This is an optimization exercise on Yosys and OpenROAD, whose aim is small area and a short achievable clock period, not a production implementation.
No functional check of the RTL was part of any run shown here.

==> flow/design.v, too long to show whole: its modules and the start of the top module <==
// module lowp5: 925 lines
// module bq_fa: 4 lines
// module bq_ha: 4 lines
// module bq_m_x: 3 lines
// module bq_m_a: 3 lines
// module bq_m_c: 453 lines
// module bq_m_s: 3 lines
// module bq_e_x: 3 lines
// module bq_e_a: 3 lines
// module bq_e_c: 204 lines
// module bq_e_s: 3 lines
// module bq_r_x: 3 lines
// module bq_r_a: 3 lines
// module bq_r_c: 214 lines
// module bq_r_s: 3 lines
module lowp5(signal_in, signal_out, time_constant, clock_in, reset, enable);
  // ...
==> flow/flow/run.sh <==
#!/bin/bash
set -euo pipefail
MARGIN=$(cat flow/margin.txt 2>/dev/null || echo 5)
bash standard.sh \
  "BUFFER_PORTS_ARGS=-buffer_cell sky130_fd_sc_hd__buf_2" \
  "SETUP_SLACK_MARGIN=$MARGIN" \
  finish > flow_make.log 2>&1
==> flow/flow/margin.txt <==
7
==> flow/standard.sh <==
#!/bin/bash
# synth_recipe.tcl (not shown) runs the flow's synth.tcl, then flattens the netlist and writes it again
# the make line also repeats each setting of config.mk as NAME=value (left out here)
make -C /OpenROAD-flow-scripts/flow DESIGN_CONFIG=/design/flow/config.mk WORK_HOME=/design/flow/orfs CLKGATE_MAP_FILE= SYNTH_SCRIPT=/design/flow/synth_recipe.tcl "${@:-finish}"
==> flow/config.mk <==
export PLATFORM = sky130hd
export DESIGN_NAME = lowp5
export DESIGN_NICKNAME = lowp5
export VERILOG_FILES = /design/flow/design.v
export SDC_FILE = /design/flow/constraint.sdc
export NUM_CORES = 4
export LEC_CHECK = 0
export CAP_MARGIN = 20
export CORE_MARGIN = 2
export CORE_UTILIZATION = 60
export CTS_BUF_LIST = sky130_fd_sc_hd__clkbuf_4 sky130_fd_sc_hd__clkbuf_8
export SLEW_MARGIN = 20
export SYNTH_HIERARCHICAL = 1
==> flow/constraint.sdc <==
create_clock -name core_clock -period 15.0 [get_ports {clock_in}]
set_input_delay 3.0000 -clock core_clock [delete_from_list [all_inputs] [get_ports {clock_in}]]
set_output_delay 3.0000 -clock core_clock [all_outputs]
set_load 0.01 [all_outputs]
==> impl_results.html, run 1 <==
<table>
<tr><th>Metric</th><th>Value</th></tr>
<tr><th colspan="2">Layout</th></tr>
<tr><td>Multi-input combinational cell area</td><td>0.01413 sq mm</td></tr>
<tr><td>Clock-cell share</td><td>2.160%</td></tr>
<tr><td>Non-CTS buffers</td><td>164</td></tr>
<tr><td>Non-filler instance count after layout</td><td>1,857</td></tr>
<tr><td>Fraction of standard cell area in multi-input logic</td><td>71.74%</td></tr>
<tr><td>Commonest non-fill, non-tap cell in the layout</td><td>sky130_fd_sc_hd__fa_1</td></tr>
<tr><td>Layout overhead on the synthesized area</td><td>8.313%</td></tr>
<tr><td>NumNets Final</td><td>1,927</td></tr>
<tr><td>Multi-Input Combinational</td><td>1,119</td></tr>
<tr><td>Share of final layout cell area taken by non-clock buffers</td><td>5.515%</td></tr>
<tr><th colspan="2">Detailed routing</th></tr>
<tr><td>Routed via count divided by cell count</td><td>5.835</td></tr>
<tr><td>DRT antenna net count</td><td>0</td></tr>
<tr><td>DR WL met2</td><td>22.43 mm</td></tr>
<tr><th colspan="2">Placement</th></tr>
<tr><td>Placed cell areas</td><td>0.01831 sq mm</td></tr>
<tr><td>Weighted congestion reported at the end of routability-driven placement</td><td>0.8759</td></tr>
<tr><th colspan="2">Hold path</th></tr>
<tr><td>Beginning of the worst hold path</td><td>x1[0]</td></tr>
<tr><td>Destination of the worst hold path</td><td>r[0]</td></tr>
<tr><td>Worst hold-check path type</td><td>flip-flop to flip-flop</td></tr>
<tr><th colspan="2">Yosys</th></tr>
<tr><td>Warnings from Yosys</td><td>7</td></tr>
<tr><td>Synthesized instance count</td><td>1,363</td></tr>
<tr><th colspan="2">Status</th></tr>
<tr><td>Result of the run</td><td>complete, no violations</td></tr>
<tr><th colspan="2">STA</th></tr>
<tr><td>Final period utilization</td><td>51.83%</td></tr>
<tr><th colspan="2">Critical path</th></tr>
<tr><td>Logic depth of the worst path, buffers included</td><td>19</td></tr>
<tr><td>CP Data Required Time</td><td>15.21 ns</td></tr>
<tr><th colspan="2">Clocking</th></tr>
<tr><td>TritonCTS clock tree</td><td>done</td></tr>
<tr><th colspan="2">Floorplanning</th></tr>
<tr><td>Boundary Pins</td><td>64</td></tr>
<tr><th colspan="2">Job</th></tr>
<tr><td>Count of maximum capacitance violations</td><td>0</td></tr>
<tr><th colspan="2">GRT</th></tr>
<tr><td>Wire length of the first global-routing pass</td><td>68.41 mm</td></tr>
</table>
==> module bq_m_s, before the edit <==
module bq_m_s(input [27:0] a, input [27:0] b, output [27:0] y);
assign y = (a ^ b);
endmodule
==> run 2, diff against run 1 <==
--- a/flow/design.v
+++ b/flow/design.v
@@ -69,17 +69,17 @@
 bq_fa ut28 (.a(y1[3]), .b(y1[0]), .c(y2n[8]), .s(t28s), .co(t28c));
 wire t29s, t29c;
 bq_fa ut29 (.a(y2n[5]), .b(r[6]), .c(r[4]), .s(t29s), .co(t29c));
 wire t30s, t30c;
 bq_fa ut30 (.a(r[3]), .b(t21c), .c(t22c), .s(t30s), .co(t30c));
 wire t31s, t31c;
 bq_fa ut31 (.a(t28s), .b(t29s), .c(t23c), .s(t31s), .co(t31c));
 wire t32s, t32c;
-bq_fa ut32 (.a(t30s), .b(t24c), .c(t31s), .s(t32s), .co(t32c));
+bq_fa ut32 (.a(t30s), .b(t31s), .c(t24c), .s(t32s), .co(t32c));
 wire t33s, t33c;
 bq_fa ut33 (.a(t32s), .b(x[6]), .c(x[4]), .s(t33s), .co(t33c));
 wire t34s, t34c;
 bq_fa ut34 (.a(x[3]), .b(t25c), .c(t33s), .s(t34s), .co(t34c));
 wire t35s, t35c;
 bq_ha ut35 (.a(t26c), .b(t34s), .s(t35s), .co(t35c));
 wire t36s, t36c;
 bq_fa ut36 (.a(y1[1]), .b(y2n[9]), .c(y2n[6]), .s(t36s), .co(t36c));
@@ -129,19 +129,19 @@
 bq_fa ut58 (.a(t46c), .b(t47c), .c(t55s), .s(t58s), .co(t58c));
 wire t59s, t59c;
 bq_fa ut59 (.a(t56s), .b(t48c), .c(t57s), .s(t59s), .co(t59c));
 wire t60s, t60c;
 bq_fa ut60 (.a(t58s), .b(t49c), .c(t59s), .s(t60s), .co(t60c));
 wire t61s, t61c;
 bq_fa ut61 (.a(t50c), .b(t60s), .c(e[0]), .s(t61s), .co(t61c));
 wire t62s, t62c;
-bq_fa ut62 (.a(x[9]), .b(x[7]), .c(x[6]), .s(t62s), .co(t62c));
+bq_fa ut62 (.a(t51c), .b(x[9]), .c(x[7]), .s(t62s), .co(t62c));
 wire t63s, t63c;
-bq_fa ut63 (.a(t61s), .b(t51c), .c(t52c), .s(t63s), .co(t63c));
+bq_fa ut63 (.a(x[6]), .b(t61s), .c(t52c), .s(t63s), .co(t63c));
 wire t64s, t64c;
 bq_fa ut64 (.a(t62s), .b(t53c), .c(t63s), .s(t64s), .co(t64c));
 wire t65s, t65c;
 bq_fa ut65 (.a(y1[7]), .b(y1[4]), .c(y2n[12]), .s(t65s), .co(t65c));
 wire t66s, t66c;
 bq_fa ut66 (.a(y2n[9]), .b(y2n[3]), .c(r[10]), .s(t66s), .co(t66c));
 wire t67s, t67c;
 bq_fa ut67 (.a(r[8]), .b(r[7]), .c(t55c), .s(t67s), .co(t67c));
@@ -593,29 +593,29 @@
 bq_fa ut290 (.a(y2n[0]), .b(r[27]), .c(r[25]), .s(t290s), .co(t290c));
 wire t291s, t291c;
 bq_fa ut291 (.a(r[24]), .b(y1[23]), .c(~y1[24]), .s(t291s), .co(t291c));
 wire t292s, t292c;
 bq_fa ut292 (.a(t275c), .b(t276c), .c(t289s), .s(t292s), .co(t292c));
 wire t293s, t293c;
 bq_fa ut293 (.a(t290s), .b(t291s), .c(t277c), .s(t293s), .co(t293c));
 wire t294s, t294c;
-bq_fa ut294 (.a(t278c), .b(t292s), .c(t279c), .s(t294s), .co(t294c));
+bq_fa ut294 (.a(t278c), .b(t292s), .c(t293s), .s(t294s), .co(t294c));
 wire t295s, t295c;
-bq_fa ut295 (.a(t293s), .b(t280c), .c(t294s), .s(t295s), .co(t295c));
+bq_fa ut295 (.a(t279c), .b(t294s), .c(t280c), .s(t295s), .co(t295c));
 wire t296s, t296c;
 bq_fa ut296 (.a(e[18]), .b(e[16]), .c(e[14]), .s(t296s), .co(t296c));
 wire t297s, t297c;
 bq_fa ut297 (.a(e[13]), .b(e[11]), .c(t295s), .s(t297s), .co(t297c));
 wire t298s, t298c;
 bq_fa ut298 (.a(t281c), .b(t282c), .c(x[25]), .s(t298s), .co(t298c));
 wire t299s, t299c;
-bq_fa ut299 (.a(x[24]), .b(t296s), .c(~x[27]), .s(t299s), .co(t299c));
+bq_fa ut299 (.a(x[24]), .b(t296s), .c(t297s), .s(t299s), .co(t299c));
 wire t300s, t300c;
-bq_fa ut300 (.a(t283c), .b(t297s), .c(t284c), .s(t300s), .co(t300c));
+bq_fa ut300 (.a(~x[27]), .b(t283c), .c(t284c), .s(t300s), .co(t300c));
 wire t301s, t301c;
 bq_fa ut301 (.a(t298s), .b(t299s), .c(t285c), .s(t301s), .co(t301c));
 wire t302s, t302c;
 bq_fa ut302 (.a(t286c), .b(t300s), .c(t301s), .s(t302s), .co(t302c));
 wire t303s, t303c;
 bq_ha ut303 (.a(t287c), .b(t302s), .s(t303s), .co(t303c));
 wire t304s, t304c;
 bq_fa ut304 (.a(y1[25]), .b(y1[22]), .c(y1[0]), .s(t304s), .co(t304c));
@@ -637,17 +637,17 @@
 bq_fa ut312 (.a(e[17]), .b(e[15]), .c(e[14]), .s(t312s), .co(t312c));
 wire t313s, t313c;
 bq_fa ut313 (.a(e[12]), .b(t295c), .c(t296c), .s(t313s), .co(t313c));
 wire t314s, t314c;
 bq_fa ut314 (.a(x[26]), .b(x[25]), .c(t311s), .s(t314s), .co(t314c));
 wire t315s, t315c;
 bq_fa ut315 (.a(t312s), .b(t297c), .c(t298c), .s(t315s), .co(t315c));
 wire t316s, t316c;
-bq_fa ut316 (.a(t313s), .b(t314s), .c(t299c), .s(t316s), .co(t316c));
+bq_fa ut316 (.a(t313s), .b(t299c), .c(t314s), .s(t316s), .co(t316c));
 wire t317s, t317c;
 bq_fa ut317 (.a(t300c), .b(t315s), .c(t316s), .s(t317s), .co(t317c));
 wire t318s, t318c;
 bq_fa ut318 (.a(t301c), .b(t317s), .c(t302c), .s(t318s), .co(t318c));
 wire t319s, t319c;
 bq_fa ut319 (.a(y1[23]), .b(y1[1]), .c(y2n[22]), .s(t319s), .co(t319c));
 wire t320s, t320c;
 bq_fa ut320 (.a(y2n[2]), .b(r[27]), .c(r[26]), .s(t320s), .co(t320c));
@@ -663,21 +663,21 @@
 bq_fa ut325 (.a(t323s), .b(t310c), .c(t324s), .s(t325s), .co(t325c));
 wire t326s, t326c;
 bq_fa ut326 (.a(e[20]), .b(e[18]), .c(e[16]), .s(t326s), .co(t326c));
 wire t327s, t327c;
 bq_fa ut327 (.a(e[15]), .b(e[13]), .c(t325s), .s(t327s), .co(t327c));
 wire t328s, t328c;
 bq_fa ut328 (.a(t311c), .b(t312c), .c(x[26]), .s(t328s), .co(t328c));
 wire t329s, t329c;
-bq_fa ut329 (.a(t326s), .b(~x[27]), .c(t313c), .s(t329s), .co(t329c));
+bq_fa ut329 (.a(t326s), .b(t327s), .c(~x[27]), .s(t329s), .co(t329c));
 wire t330s, t330c;
-bq_fa ut330 (.a(t327s), .b(t314c), .c(t328s), .s(t330s), .co(t330c));
+bq_fa ut330 (.a(t313c), .b(t314c), .c(t328s), .s(t330s), .co(t330c));
 wire t331s, t331c;
-bq_fa ut331 (.a(t315c), .b(t329s), .c(t316c), .s(t331s), .co(t331c));
+bq_fa ut331 (.a(t329s), .b(t315c), .c(t316c), .s(t331s), .co(t331c));
 wire t332s, t332c;
 bq_fa ut332 (.a(t330s), .b(t317c), .c(t331s), .s(t332s), .co(t332c));
 wire t333s, t333c;
 bq_fa ut333 (.a(y1[24]), .b(y1[2]), .c(y2n[23]), .s(t333s), .co(t333c));
 wire t334s, t334c;
 bq_fa ut334 (.a(y2n[3]), .b(r[28]), .c(r[27]), .s(t334s), .co(t334c));
 wire t335s, t335c;
 bq_fa ut335 (.a(y1[26]), .b(~y1[27]), .c(t319c), .s(t335s), .co(t335c));
@@ -689,19 +689,19 @@
 bq_fa ut338 (.a(t336s), .b(t323c), .c(t337s), .s(t338s), .co(t338c));
 wire t339s, t339c;
 bq_fa ut339 (.a(t324c), .b(t338s), .c(e[21]), .s(t339s), .co(t339c));
 wire t340s, t340c;
 bq_fa ut340 (.a(e[19]), .b(e[17]), .c(e[16]), .s(t340s), .co(t340c));
 wire t341s, t341c;
 bq_fa ut341 (.a(e[14]), .b(t325c), .c(t326c), .s(t341s), .co(t341c));
 wire t342s, t342c;
-bq_fa ut342 (.a(t339s), .b(t340s), .c(~x[27]), .s(t342s), .co(t342c));
+bq_fa ut342 (.a(t339s), .b(t340s), .c(t327c), .s(t342s), .co(t342c));
 wire t343s, t343c;
-bq_fa ut343 (.a(t327c), .b(t328c), .c(t341s), .s(t343s), .co(t343c));
+bq_fa ut343 (.a(~x[27]), .b(t328c), .c(t341s), .s(t343s), .co(t343c));
 wire t344s, t344c;
 bq_fa ut344 (.a(t342s), .b(t329c), .c(t330c), .s(t344s), .co(t344c));
 wire t345s, t345c;
 bq_fa ut345 (.a(t343s), .b(t331c), .c(t344s), .s(t345s), .co(t345c));
 wire t346s, t346c;
 bq_fa ut346 (.a(y1[3]), .b(y2n[24]), .c(y2n[4]), .s(t346s), .co(t346c));
 wire t347s, t347c;
 bq_fa ut347 (.a(r[28]), .b(~r[29]), .c(~y1[25]), .s(t347s), .co(t347c));
@@ -735,35 +735,35 @@
 bq_fa ut361 (.a(t349c), .b(t360s), .c(t350c), .s(t361s), .co(t361c));
 wire t362s, t362c;
 bq_fa ut362 (.a(e[23]), .b(e[21]), .c(e[19]), .s(t362s), .co(t362c));
 wire t363s, t363c;
 bq_fa ut363 (.a(e[18]), .b(e[16]), .c(t361s), .s(t363s), .co(t363c));
 wire t364s, t364c;
 bq_fa ut364 (.a(t351c), .b(t352c), .c(t362s), .s(t364s), .co(t364c));
 wire t365s, t365c;
-bq_fa ut365 (.a(t353c), .b(t363s), .c(t364s), .s(t365s), .co(t365c));
+bq_fa ut365 (.a(t363s), .b(t353c), .c(t364s), .s(t365s), .co(t365c));
 wire t366s, t366c;
 bq_fa ut366 (.a(t354c), .b(t365s), .c(t355c), .s(t366s), .co(t366c));
 wire t367s, t367c;
 bq_fa ut367 (.a(y2n[26]), .b(y2n[6]), .c(y1[26]), .s(t367s), .co(t367c));
 wire t368s, t368c;
 bq_fa ut368 (.a(~y1[27]), .b(~y1[5]), .c(t357c), .s(t368s), .co(t368c));
 wire t369s, t369c;
 bq_fa ut369 (.a(t367s), .b(t358c), .c(t368s), .s(t369s), .co(t369c));
 wire t370s, t370c;
 bq_fa ut370 (.a(t359c), .b(t369s), .c(t360c), .s(t370s), .co(t370c));
 wire t371s, t371c;
-bq_fa ut371 (.a(e[24]), .b(e[22]), .c(e[20]), .s(t371s), .co(t371c));
+bq_fa ut371 (.a(t370s), .b(e[24]), .c(e[22]), .s(t371s), .co(t371c));
 wire t372s, t372c;
-bq_fa ut372 (.a(e[19]), .b(e[17]), .c(t370s), .s(t372s), .co(t372c));
+bq_fa ut372 (.a(e[20]), .b(e[19]), .c(e[17]), .s(t372s), .co(t372c));
 wire t373s, t373c;
-bq_fa ut373 (.a(t361c), .b(t362c), .c(t371s), .s(t373s), .co(t373c));
+bq_fa ut373 (.a(t361c), .b(t362c), .c(t363c), .s(t373s), .co(t373c));
 wire t374s, t374c;
-bq_fa ut374 (.a(t372s), .b(t363c), .c(t364c), .s(t374s), .co(t374c));
+bq_fa ut374 (.a(t371s), .b(t372s), .c(t364c), .s(t374s), .co(t374c));
 wire t375s, t375c;
 bq_fa ut375 (.a(t373s), .b(t365c), .c(t374s), .s(t375s), .co(t375c));
 wire t376s, t376c;
 bq_fa ut376 (.a(y2n[7]), .b(y1[5]), .c(~y2n[27]), .s(t376s), .co(t376c));
 wire t377s, t377c;
 bq_fa ut377 (.a(~y1[6]), .b(t367c), .c(t376s), .s(t377s), .co(t377c));
 wire t378s, t378c;
 bq_fa ut378 (.a(t368c), .b(t377s), .c(t369c), .s(t378s), .co(t378c));
@@ -888,17 +888,17 @@
 wire [56:0] m_pa, m_pb, m_p, m_g;
 assign m_pa = {~y1[27], t436c, t435c, t434c, t433c, t432c, t431c, t430c, t429c, t428c, t427c, t425c, t423c, t420c, t416c, t412c, t407c, t402c, t396c, t390c, t383c, t375c, t366c, t356c, t345c, t332c, t318c, t303c, t288c, t274c, t260c, t246c, t232c, t218c, t204c, t190c, t176c, t162c, t148c, t134c, t121c, t108c, t107s, t85c, t74c, t64c, t54c, t44c, t35c, t27c, t26s, t19s, t12s, x[0], x[1], x[0], y2n[1]};
 assign m_pb = {t437c, t437s, t436s, t435s, t434s, t433s, t432s, t431s, t430s, t429s, t428s, t427s, t425s, t423s, t420s, t416s, t412s, t407s, t402s, t396s, t390s, t383s, t375s, t366s, t356s, t345s, t332s, t318s, t303s, t288s, t274s, t260s, t246s, t232s, t218s, t204s, t190s, t176s, t162s, t148s, t134s, t121s, t108s, t96s, t85s, t74s, t64s, t54s, t44s, t35s, t27s, t20s, t13s, t7s, t3s, t1s, y2n[0]};
 bq_m_x um_x (.a(m_pa), .b(m_pb), .y(m_p));
 bq_m_a um_a (.a(m_pa), .b(m_pb), .y(m_g));
 wire [27:0] m_c;
 bq_m_c um_c (.i({1'b1, m_p[56], m_p[55], m_p[54], m_p[53], m_p[52], m_p[51], m_p[50], m_p[49], m_p[48], m_p[47], m_p[46], m_p[45], m_p[44], m_p[43], m_p[42], m_p[41], m_p[40], m_p[39], m_p[38], m_p[37], m_p[36], m_p[35], m_p[34], m_p[33], m_p[32], m_p[31], m_p[30], m_p[29], m_p[28], m_p[27], m_p[26], m_p[25], m_p[24], m_p[23], m_p[22], m_p[21], m_p[20], m_p[19], m_p[18], m_p[17], m_p[16], m_p[15], m_p[14], m_p[13], m_p[12], m_p[11], m_p[10], m_p[9], m_p[8], m_p[7], m_p[6], m_p[5], m_p[4], m_p[3], m_p[2], m_p[1], m_p[0], ~y2n[0], m_g[56], m_g[55], m_g[54], m_g[53], m_g[52], m_g[51], m_g[50], m_g[49], m_g[48], m_g[47], m_g[46], m_g[45], m_g[44], m_g[43], m_g[42], m_g[41], m_g[40], m_g[39], m_g[38], m_g[37], m_g[36], m_g[35], m_g[34], m_g[33], m_g[32], m_g[31], m_g[30], m_g[29], m_g[28], m_g[27], m_g[26], m_g[25], m_g[24], m_g[23], m_g[22], m_g[21], m_g[20], m_g[19], m_g[18], m_g[17], m_g[16], m_g[15], m_g[14], m_g[13], m_g[12], m_g[11], m_g[10], m_g[9], m_g[8], m_g[7], m_g[6], m_g[5], m_g[4], m_g[3], m_g[2], m_g[1], m_g[0]}), .c(m_c));
 wire [27:0] m_s;
-bq_m_s um_s (.a({1'b1, m_p[54], m_p[53], m_p[52], m_p[51], m_p[50], m_p[49], m_p[48], m_p[47], m_p[46], m_p[45], m_p[44], m_p[43], m_p[42], m_p[41], m_p[40], m_p[39], m_p[38], m_p[37], m_p[36], m_p[35], m_p[34], m_p[33], m_p[32], m_p[31], m_p[30], m_p[29], m_p[28]}), .b({m_c[27], m_c[26], m_c[25], m_c[24], m_c[23], m_c[22], m_c[21], m_c[20], m_c[19], m_c[18], m_c[17], m_c[16], m_c[15], m_c[14], m_c[13], m_c[12], m_c[11], m_c[10], m_c[9], m_c[8], m_c[7], m_c[6], m_c[5], m_c[4], m_c[3], m_c[2], m_c[1], m_c[0]}), .y(m_s));
+bq_m_s um_s (.a({1'b1, m_p[54], m_p[53], m_p[52], m_p[51], m_p[50], m_p[49], m_p[48], m_p[47], m_p[46], m_p[45], m_p[44], m_p[43], m_p[42], m_p[41], m_p[40], m_p[39], m_p[38], m_p[37], m_p[36], m_p[35], m_p[34], m_p[33], m_p[32], m_p[31], m_p[30], m_p[29], m_p[28]}), .b({m_c[27], m_c[26], m_c[25], m_c[24], m_c[23], m_c[22], m_c[21], m_c[20], m_c[19], m_c[18], m_c[17], m_c[16], m_c[15], m_c[14], m_c[13], m_c[12], m_c[11], m_c[10], m_c[9], m_c[8], m_c[7], m_c[6], m_c[5], m_c[4], m_c[3], m_c[2], m_c[1], m_c[0]}), .v({signal_in[27], signal_in[26], signal_in[25], signal_in[24], signal_in[23], signal_in[22], signal_in[21], signal_in[20], signal_in[19], signal_in[18], signal_in[17], signal_in[16], signal_in[15], signal_in[14], signal_in[13], signal_in[12], signal_in[11], signal_in[10], signal_in[9], signal_in[8], signal_in[7], signal_in[6], signal_in[5], signal_in[4], signal_in[3], signal_in[2], signal_in[1], signal_in[0]}), .r(reset), .y(m_s));
 wire [28:0] e_pa, e_pb, e_p, e_g;
 assign e_pa = {y1[27], y1[27], y1[26], y1[25], y1[24], y1[23], y1[22], y1[21], y1[20], y1[19], y1[18], y1[17], y1[16], y1[15], y1[14], y1[13], y1[12], y1[11], y1[10], y1[9], y1[8], y1[7], y1[6], y1[5], y1[4], y1[3], y1[2], y1[1], y1[0]};
 assign e_pb = {y2n[27], y2n[27], y2n[26], y2n[25], y2n[24], y2n[23], y2n[22], y2n[21], y2n[20], y2n[19], y2n[18], y2n[17], y2n[16], y2n[15], y2n[14], y2n[13], y2n[12], y2n[11], y2n[10], y2n[9], y2n[8], y2n[7], y2n[6], y2n[5], y2n[4], y2n[3], y2n[2], y2n[1], y2n[0]};
 bq_e_x ue_x (.a(e_pa), .b(e_pb), .y(e_p));
 bq_e_a ue_a (.a(e_pa), .b(e_pb), .y(e_g));
 wire [26:0] e_c;
 bq_e_c ue_c (.i({e_p[28], e_p[27], e_p[26], e_p[25], e_p[24], e_p[23], e_p[22], e_p[21], e_p[20], e_p[19], e_p[18], e_p[17], e_p[16], e_p[15], e_p[14], e_p[13], e_p[12], e_p[11], e_p[10], e_p[9], e_p[8], e_p[7], e_p[6], e_p[5], e_p[4], e_p[3], e_p[2], e_p[1], e_p[0], e_g[28], e_g[27], e_g[26], e_g[25], e_g[24], e_g[23], e_g[22], e_g[21], e_g[20], e_g[19], e_g[18], e_g[17], e_g[16], e_g[15], e_g[14], e_g[13], e_g[12], e_g[11], e_g[10], e_g[9], e_g[8], e_g[7], e_g[6], e_g[5], e_g[4], e_g[3], e_g[2], e_g[1], e_g[0]}), .c(e_c));
 wire [27:0] e_s;
@@ -907,25 +907,24 @@
 assign r_pa = {x[27], x[27], x[26], x[25], x[24], x[23], x[22], x[21], x[20], x[19], x[18], x[17], x[16], x[15], x[14], x[13], x[12], x[11], x[10], x[9], x[8], x[7], x[6], x[5], x[4], x[3], x[2], x[1], x[0]};
 assign r_pb = {xm[27], xm[27], xm[27], xm[26], xm[25], xm[24], xm[23], xm[22], xm[21], xm[20], xm[19], xm[18], xm[17], xm[16], xm[15], xm[14], xm[13], xm[12], xm[11], xm[10], xm[9], xm[8], xm[7], xm[6], xm[5], xm[4], xm[3], xm[2], xm[1]};
 bq_r_x ur_x (.a(r_pa), .b(r_pb), .y(r_p));
 bq_r_a ur_a (.a(r_pa), .b(r_pb), .y(r_g));
 wire [26:0] r_c;
 bq_r_c ur_c (.i({r_p[28], r_p[27], r_p[26], r_p[25], r_p[24], r_p[23], r_p[22], r_p[21], r_p[20], r_p[19], r_p[18], r_p[17], r_p[16], r_p[15], r_p[14], r_p[13], r_p[12], r_p[11], r_p[10], r_p[9], r_p[8], r_p[7], r_p[6], r_p[5], r_p[4], r_p[3], r_p[2], r_p[1], r_p[0], xm[0], r_g[28], r_g[27], r_g[26], r_g[25], r_g[24], r_g[23], r_g[22], r_g[21], r_g[20], r_g[19], r_g[18], r_g[17], r_g[16], r_g[15], r_g[14], r_g[13], r_g[12], r_g[11], r_g[10], r_g[9], r_g[8], r_g[7], r_g[6], r_g[5], r_g[4], r_g[3], r_g[2], r_g[1], r_g[0]}), .c(r_c));
 wire [27:0] r_s;
 bq_r_s ur_s (.a({r_p[28], r_p[27], r_p[26], r_p[25], r_p[24], r_p[23], r_p[22], r_p[21], r_p[20], r_p[19], r_p[18], r_p[17], r_p[16], r_p[15], r_p[14], r_p[13], r_p[12], r_p[11], r_p[10], r_p[9], r_p[8], r_p[7], r_p[6], r_p[5], r_p[4], r_p[3], r_p[2], r_p[1]}), .b({r_c[26], r_c[25], r_c[24], r_c[23], r_c[22], r_c[21], r_c[20], r_c[19], r_c[18], r_c[17], r_c[16], r_c[15], r_c[14], r_c[13], r_c[12], r_c[11], r_c[10], r_c[9], r_c[8], r_c[7], r_c[6], r_c[5], r_c[4], r_c[3], r_c[2], r_c[1], r_c[0], r_g[0]}), .y(r_s));
-wire [27:0] ynew = {m_s[27], m_s[26], m_s[25], m_s[24], m_s[23], m_s[22], m_s[21], m_s[20], m_s[19], m_s[18], m_s[17], m_s[16], m_s[15], m_s[14], m_s[13], m_s[12], m_s[11], m_s[10], m_s[9], m_s[8], m_s[7], m_s[6], m_s[5], m_s[4], m_s[3], m_s[2], m_s[1], m_s[0]};
+wire [27:0] y1d = {m_s[27], m_s[26], m_s[25], m_s[24], m_s[23], m_s[22], m_s[21], m_s[20], m_s[19], m_s[18], m_s[17], m_s[16], m_s[15], m_s[14], m_s[13], m_s[12], m_s[11], m_s[10], m_s[9], m_s[8], m_s[7], m_s[6], m_s[5], m_s[4], m_s[3], m_s[2], m_s[1], m_s[0]};
 wire [29:0] rnext = {r_s[27], r_s[26], r_s[25], r_s[24], r_s[23], r_s[22], r_s[21], r_s[20], r_s[19], r_s[18], r_s[17], r_s[16], r_s[15], r_s[14], r_s[13], r_s[12], r_s[11], r_s[10], r_s[9], r_s[8], r_s[7], r_s[6], r_s[5], r_s[4], r_s[3], r_s[2], r_s[1], r_s[0], r_p[0], xm[0]};
 always @(posedge clock_in) begin
-  if (reset | enable) r <= rnext;
-  if (reset) begin
-    x1 <= signal_in; y1 <= signal_in; y2n <= ~signal_in;
-  end else if (enable) begin
-    x1 <= x; y1 <= ynew; y2n <= ~y1;
+  if (reset | enable) begin
+    r <= rnext; x1 <= x; y1 <= y1d;
   end
+  if (reset) y2n <= ~signal_in;
+  else if (enable) y2n <= ~y1;
 end
 endmodule
 module bq_fa(input a, input b, input c, output s, output co);
 assign s = a ^ b ^ c;
 assign co = (a & b) | (a & c) | (b & c);
 endmodule
 module bq_ha(input a, input b, output s, output co);
 assign s = a ^ b;
@@ -1385,18 +1384,18 @@
 wire w445 = w384 & w178;
 wire w446 = w383 | w445;
 wire w447 = w387 & w178;
 wire w448 = w386 | w447;
 wire w449 = w390 & w178;
 wire w450 = w389 | w449;
 assign c = {w448, w442, w440, w438, w436, w434, w432, w430, w428, w426, w424, w422, w420, w418, w416, w414, w412, w410, w408, w406, w404, w402, w400, w398, w396, w394, w392, w178};
 endmodule
-module bq_m_s(input [27:0] a, input [27:0] b, output [27:0] y);
-assign y = (a ^ b);
+module bq_m_s(input [27:0] a, input [27:0] b, input [27:0] v, input r, output [27:0] y);
+assign y = (r ? v : a) ^ (b & {28{~r}});
 endmodule
 module bq_e_x(input [28:0] a, input [28:0] b, output [28:0] y);
 assign y = a ^ b;
 endmodule
 module bq_e_a(input [28:0] a, input [28:0] b, output [28:0] y);
 assign y = (a & b);
 endmodule
 module bq_e_c(input [57:0] i, output [26:0] c);
==> flow/config.mk (replaced) <==
export PLATFORM = sky130hd
export DESIGN_NAME = lowp5
export DESIGN_NICKNAME = lowp5
export VERILOG_FILES = /design/flow/design.v
export SDC_FILE = /design/flow/constraint.sdc
export NUM_CORES = 4
export LEC_CHECK = 0
export CAP_MARGIN = 20
export CORE_MARGIN = 2
export CORE_UTILIZATION = 70
export CTS_BUF_LIST = sky130_fd_sc_hd__clkbuf_4 sky130_fd_sc_hd__clkbuf_8
export SLEW_MARGIN = 20
export SYNTH_HIERARCHICAL = 1
==> run 2 against run 1 <==
Effect of this change: the flow now stops in Yosys front end.
==> impl_results.html, run 2 <==
<table>
<tr><th>Metric</th><th>Value</th></tr>
<tr><th colspan="2">Status</th></tr>
<tr><td>Result of the run</td><td>aborted with a tool error</td></tr>
<tr><td>Stopping stage</td><td>Yosys front end</td></tr>
<tr><td>Error that stopped the run</td><td>ERROR: Assert `arg-&gt;is_signed == sig.as_wire()-&gt;is_signed' failed in frontends/ast/genrtlil.cc:2140.</td></tr>
<tr><th colspan="2">Yosys</th></tr>
<tr><td>Warnings from Yosys</td><td>0 (-7)</td></tr>
</table>
==> run 3, diff against run 2 <==
--- a/flow/config.mk
+++ b/flow/config.mk
@@ -7,7 +7,7 @@
 export LEC_CHECK = 0
 export CAP_MARGIN = 20
 export CORE_MARGIN = 2
-export CORE_UTILIZATION = 70
+export CORE_UTILIZATION = 60
 export CTS_BUF_LIST = sky130_fd_sc_hd__clkbuf_4 sky130_fd_sc_hd__clkbuf_8
 export SLEW_MARGIN = 20
 export SYNTH_HIERARCHICAL = 1
==> run 3 against run 2 <==
Effect of this change: the run again fails in Yosys front end.
==> impl_results.html, run 3 <==
<table>
<tr><th>Metric</th><th>Value</th></tr>
<tr><th colspan="2">Status</th></tr>
<tr><td>Result of the run</td><td>aborted with a tool error</td></tr>
<tr><td>Stopping stage</td><td>Yosys front end</td></tr>
<tr><td>Error that stopped the run</td><td>ERROR: Assert `arg-&gt;is_signed == sig.as_wire()-&gt;is_signed' failed in frontends/ast/genrtlil.cc:2140.</td></tr>
<tr><th colspan="2">Yosys</th></tr>
<tr><td>Warnings from Yosys</td><td>0 (unchanged)</td></tr>
</table>

-- what the ideal ports hide --
No port has a modelled driver above. Below, the same layout with a new extraction and two added sets of constraints. Step 1: set_driving_cell puts a clkbuf_16 on clock_in and a buf_2 on each other input, an assumption about the parent block. Step 2 adds t to the input delays and takes it off the output delays; t is the mean of the earliest and latest rising clock arrival at the registers after step 1. Input paths then give back, and output paths get back, about the clock's delay inside the block. Three values: ideal, step 1, step 2; two values: the first two.
run: run 1
shift t [ns]: 0.510
setup slack, ns: 7.226 / 7.226 / 6.872
clock arrival spread, ns: 0.018 / 0.019
worst register clock-pin slew, ns: 0.09 / 0.09
cell pins on the clock port's net: 1
After both steps run 1 still meets setup and hold. The setup slack of run 1 moves by 0.000 ns with the drivers and by -0.354 ns with both steps.
